What follows belongs to an exercise in optimizing a design on an open flow for a short achievable clock period and few clock cycles; a production flow would make more cautious choices.
In this exercise RTL edits were held to simulation tests only and were not proved equivalent to the original.

Setup of v6:
Design cpu, start of the top module:
module cpu(
    input clk,
    input rst,
    input [31:0] instr,
    input [4:0] raddr,
    output [31:0] dm_addr,    
    output [31:0] dm_wdata,   
    output dm_we,             
    input [31:0] dm_rdata,    
    output [31:0] pc,
    output [31:0] odata
    );
    genvar g;
    reg [31:0] nseq, nseq4;           
    reg [31:0] ex_a0, ex_b0, ex_a1, ex_b1;
    reg [4:0]  ex_s0, ex_s1, ex_wd0, ex_wd1;
    reg        ex_wen0, ex_wen1;
    reg [11:0] ex_op0, ex_op1;        
    reg        ex_ld0, ex_ld1, ex_mul0, ex_mul1;
    reg        ex_cha, ex_chb, ex_chs;  
    reg [31:0] ex_mx, ex_my, ex_moff, ex_msd;    
    reg        ex_mwe;
    reg [31:0] ex_mua, ex_mub;
    reg [31:0] ex_bra, ex_brb, ex_tgt, ex_tgt4;
    reg [31:0] ex_yad;                
    reg        ex_bj, ex_ds, ex_beq, ex_bne, ex_unc, ex_jr;
    reg        ex_late, ex_ptk, ex_bcha, ex_bchb, ex_msl1;
    reg        lt_q;                  
    reg [31:0] lt_tgt, lt_tgt4;
    wire [31:0] prod;
    mul32 mul_i(.a(ex_mua), .b(ex_mub), .p(prod));
    wire [31:0] alu0, alu1, res0, res1;
    xalu alu0_i(
        .a(ex_a0), .b(ex_b0), .samt(ex_s0),
  ...
For scale: roughly 33,000 cells after synthesis, ~200 I/O pins, roughly 0.34 mm^2 of cells after synthesis.
clock: 18.0 ns
lec_check: 0
cap_margin: 40
core_margin: 2
core_utilization: 30
setup_slack_margin: 0.5
slew_margin: 40
synth_hierarchical: 1
standard.sh (not shown) runs the stock make flow with config.mk's settings and CLKGATE_MAP_FILE= SYNTH_SCRIPT=/design/flow/synth_recipe.tcl, a recipe that flattens the netlist after the stock synthesis.
==> flow/flow/run.sh <==
#!/bin/bash
# The standard layout (standard.sh: the standard synthesis and the ORFS
# steps, unchanged), with two make variables added:
#  - the port buffers that ORFS puts on every input and output are plain
#    buffers instead of the delay cells it picks by default.
set -euo pipefail
bash standard.sh "BUFFER_PORTS_ARGS=-buffer_cell sky130_fd_sc_hd__buf_4" \
    SETUP_SLACK_MARGIN=9.5 finish > standard.log 2>&1
Testbench counts of v6, summed over its fixed seeds: cycles 93,351.
Relative to v6, the following input files were edited for v7:
--- a/flow/design.v
+++ b/flow/design.v
@@ -1269,26 +1269,26 @@
         .o_nor(op1[5]), .o_slt(op1[6]), .o_sltu(op1[7]), .o_sll(op1[8]), .o_srl(op1[9]),
         .o_sra(op1[10]), .o_passb(op1[11]));
     wire dep_s = wen0 & rdrs1 & (rs1 == wd0);
     wire dep_t = wen0 & rdrt1 & (rt1 == wd0);
     wire pair_ok = ~((ld0 | st0) & (ld1 | st1)) & ~(mul0 & mul1) &
                    (~(dep_s | dep_t) | ((alu0c | ld0 | jal0) & alu1c) |
                     ((ld1 | st1) & (~dep_s | op0[0]) & ~dep_t) |
                     ((alu0c | ld0) & (beq1 | bne1)));
     wire late1 = (beq1 | bne1) & (dep_s | dep_t);
     wire issue1 = avail1 & pair_ok;
     wire [31:0] rs0_rf, rt0_rf, rs1_rf, rt1_rf;
-    mux32x32 rd0_i(.d(rfb), .s(rs0), .y(rs0_rf));
-    mux32x32 rd1_i(.d(rfb), .s(rt0), .y(rt0_rf));
-    mux32x32 rd2_i(.d(rfb), .s(rs1), .y(rs1_rf));
-    mux32x32 rd3_i(.d(rfb), .s(rt1), .y(rt1_rf));
+    dbgport rd0_i(.d(rfb), .s(rs0), .y(rs0_rf));
+    dbgport rd1_i(.d(rfb), .s(rt0), .y(rt0_rf));
+    dbgport rd2_i(.d(rfb), .s(rs1), .y(rs1_rf));
+    dbgport rd3_i(.d(rfb), .s(rt1), .y(rt1_rf));
     wire [31:0] vs0 = (wen1e && ex_wd1 == rs0) ? res1 : (ex_wen0 && ex_wd0 == rs0) ? res0 : rs0_rf;
     wire [31:0] vt0 = (wen1e && ex_wd1 == rt0) ? res1 : (ex_wen0 && ex_wd0 == rt0) ? res0 : rt0_rf;
     wire [31:0] vs1 = (wen1e && ex_wd1 == rs1) ? res1 : (ex_wen0 && ex_wd0 == rs1) ? res0 : rs1_rf;
     wire [31:0] vt1 = (wen1e && ex_wd1 == rt1) ? res1 : (ex_wen0 && ex_wd0 == rt1) ? res0 : rt1_rf;
     wire [31:0] nseq8    = nseq4 + 32'd4;
     wire [31:0] nseq12   = nseq4 + 32'd8;
     wire [31:0] b_tgtp8 = b_tgt + 32'd8;
     wire [31:0] yp4      = yaddr + 32'd4;
     wire [31:0] yp8      = yaddr + 32'd8;
     wire [31:0] lk0   = sel_t0 ? b_tgtp4 : nseq4;
     wire [31:0] lk8_0 = sel_t0 ? b_tgtp8 : nseq8;
[summary]
When the final numbers for v6 and v7 were put side by side, the maximum number of pins on one net before global-route repair turned out to be smaller in v7.
In the metrics for v6 and v7, the one carrying the lower first-pass GRT wire length is v6.
In v7 the area after synthesis turned out 3.6% lower than in v6.
The number of placed instances, taps included of v7 falls short of that of v6 by 1,025.
v7 against v6: row count went down; total CTS buffers moved up; synthesized cell count went down by 1,238; global routing usage on met2 went up; estimated wirelength of the detail-placed design now larger.
v6 -> v7: quantity of hold-fixing buffers added after cts delta 0, exact match
Sum of met3 wire segment lengths after detailed routing was higher in the run labelled v6.
Of v6 and v7, the run reporting the lower met3 routing resource usage after global routing was v7.
Among v6 and v7, a clean, completed layout was produced by v6 alone.
Stage in which a tool error killed v7: final report.
Global-route usage in v7 is 3.3 points above v6.
Wire length, v7 vs v6: up by a little under 10%
Testbench counts of v7, summed over its fixed seeds: cycles 93,351.

## separate check: timing with driven ports
Ports are ideal in the flow. The routed layout listed here was re-timed in OpenROAD. Step 1: set_driving_cell puts a clkbuf_16 on clk and a buf_2 on each other input, an assumption about the parent block. Step 2 also shifts input and output timing later by t, the mid clock arrival at the registers, as if the neighbouring blocks saw the same clock. a / b / c = ideal ports / drivers / drivers and shift; a / b = the first two.
run: v6
shift t [ns]: 1.216
setup slack, ns: 8.672 / 8.285 / 8.285
worst setup path at the end: input to output
After both steps v6 still meets setup and hold. For v6, drivers alone change the setup slack by -0.387 ns; drivers and shift together by -0.387 ns.
